What follows belongs to an exercise in optimizing a design on an open flow for small area, a short achievable clock period and few clock cycles per item; a production flow would make more cautious choices.
Function was checked by simulation only, so behaviour that the tests miss may differ from the original.

## build 14
## bcd_calc
module bcd_calc(
	input clk,
	input rst,
	input in_valid,
	input [19:0] in_a,
	input [19:0] in_b,
	input [1:0] in_op,        
	output in_ready,
	output out_valid,
	output [19:0] out_result,
	output out_error
);
clock: 42.0 ns
lec_check: 0
abc_area: 1
cap_margin: 20
core_margin: 2
core_utilization: 80
place_density: 0.92
slew_margin: 20
run.sh (not shown) runs the stock make flow with config.mk's settings and CLKGATE_MAP_FILE= SYNTH_SCRIPT=/design/flow/synth_recipe.tcl, a recipe that flattens the netlist after the stock synthesis.
Testbench counts of build 14, summed over its fixed seeds: cycles 8,040, items 8,000.
The following lists how build 8 was set up differently from build 14:
- changing CORE_UTILIZATION from 80 to 40
- changing PLACE_DENSITY from 0.92 to 0.6
==> comparison <==
- Build 8 vs. build 14: highest attainable clock frequency +3.7%; global-route wire length before repair decreased 8100 um; non-clock buffer count moved down.
- Note that the via count normalized by instance count recorded for build 14 amounts to 1.3 times the value seen in build 8.
- Build 8 has met3 track demand over resource in global routing below what build 14 had.
- Going from build 14 to build 8, setup slack after placement shrinks by 0.0041 ns.
- Build 14 was routed with more vias than build 8.
- Build 8 has number of logic stages on the critical path including buffering below what build 14 had.
Inputs modified between build 8 and build 57:
==> flow/flow/run.sh (new file) <==
#!/bin/bash
# Own layout flow: the standard ORFS flow (standard.sh), with the port
# buffers made from sky130_fd_sc_hd__buf_2 cells, and timing repair asked to
# leave a setup margin. Each ORFS step logs to orfs/logs/; the make output
# goes to flow.log in this folder.
set -euo pipefail
bash standard.sh "BUFFER_PORTS_ARGS=-buffer_cell sky130_fd_sc_hd__buf_2" "SETUP_SLACK_MARGIN=32.6" finish > flow.log 2>&1
==> flow/standard.sh (new file) <==
#!/bin/bash
# synth_recipe.tcl (not shown) runs the flow's synth.tcl, then flattens the netlist and writes it again
# the make line also repeats each setting of config.mk as NAME=value (left out here)
make -C /OpenROAD-flow-scripts/flow DESIGN_CONFIG=/design/flow/config.mk WORK_HOME=/design/flow/orfs CLKGATE_MAP_FILE= SYNTH_SCRIPT=/design/flow/synth_recipe.tcl "${@:-finish}"
removed: flow/run.sh
- Build 8 finished all stages; the layout is clean.
- Both conditions hold for build 57: the flow ran to the end and the final layout passed the timing, design-rule and antenna checks.
- Between build 8 and build 57, the clock latency at the later pin of the worst-skew pair figures differ only marginally.
- From build 57 to build 8, area fraction in and, or, nand and nor cells after synthesis did not move at all.
- Critical path depth went down by a few percent going from build 8 to build 57.
The following lists how build 65 was set up differently from build 57:
- CORE_UTILIZATION changed from 40 to 65
- PLACE_DENSITY changed from 0.6 to 0.8
==> flow/run.sh (new file) <==
#!/bin/bash
# synth_recipe.tcl (not shown) runs the flow's synth.tcl, then flattens the netlist and writes it again
# the make line also repeats each setting of config.mk as NAME=value (left out here)
make -C /OpenROAD-flow-scripts/flow DESIGN_CONFIG=/design/flow/config.mk WORK_HOME=/design/flow/orfs CLKGATE_MAP_FILE= SYNTH_SCRIPT=/design/flow/synth_recipe.tcl finish
removed: flow/flow/run.sh
removed: flow/standard.sh
## What came out
Build 65 | status: complete | timing, DRC, antenna: pass
Against build 57, build 65 comes in 13000 um2 lower on area of the core.
The wire length per cell after detailed routing in build 65 was lower than what build 57 gave.
From build 57 to build 65 the numbers moved as follows: number of inverters outside the clock class in the layout went down about 0.9%; slack of the worst reg-to-reg path went down 1.18 ns; DRC marker count from the first detailed-route iteration went down 127.
Taking build 65 over build 57, the horizontal extent of the die ratio works out to 0.79.
Of the two values seen for slowest library cell on the worst path, sky130_fd_sc_hd__dfxtp_1 was produced by build 65 and sky130_fd_sc_hd__dfxtp_4 by build 57.
Cmp build 57 and build 65 / number of standard cells in the final layout excluding fillers / lower: build 65
Share of the core filled with cells in the final layout delta for build 65 relative to build 57: 19 points higher
For build 65, the capturing instance or port of the critical path was row[14].cut.xr[8]$_DFF_P_, unlike build 57, where it was row[14].cut.xr[4]$_DFF_P_.

==> what the ideal ports hide <==
How much do the figures lean on ideal ports? The routed layouts below were timed once more, with nothing changed but the port constraints.
Step 1 (the two cells are an assumption about what drives the block):
set clk [get_ports {clk}]
set_driving_cell -lib_cell sky130_fd_sc_hd__clkbuf_16 $clk
set_driving_cell -lib_cell sky130_fd_sc_hd__buf_2 [delete_from_list [all_inputs] $clk]
Step 2 times the ports against the registers' clock, not the clock port: input delays grow and output delays shrink by t, the midpoint of the rising clock arrivals with the driver on.
Slacks: ideal ports / drivers / drivers and shift; pairs: ideal ports / drivers.
run	t, ns	slack for setup (ns)	worst setup path at the end	latest minus earliest clock arrival (ns)	slew at the worst register clock pin (ns)
build 14	0.488	30.817 / 30.817 / 30.817	register to register	0.012 / 0.012	0.08 / 0.08
build 8	0.486	31.214 / 31.214 / 31.214	register to register	0.014 / 0.014	0.08 / 0.08
build 57	0.494	32.360 / 32.360 / 32.360	register to register	0.015 / 0.015	0.08 / 0.08
build 65	0.487	31.185 / 31.185 / 31.185	register to register	0.018 / 0.017	0.08 / 0.08
After both steps setup and hold are still met in every run listed.
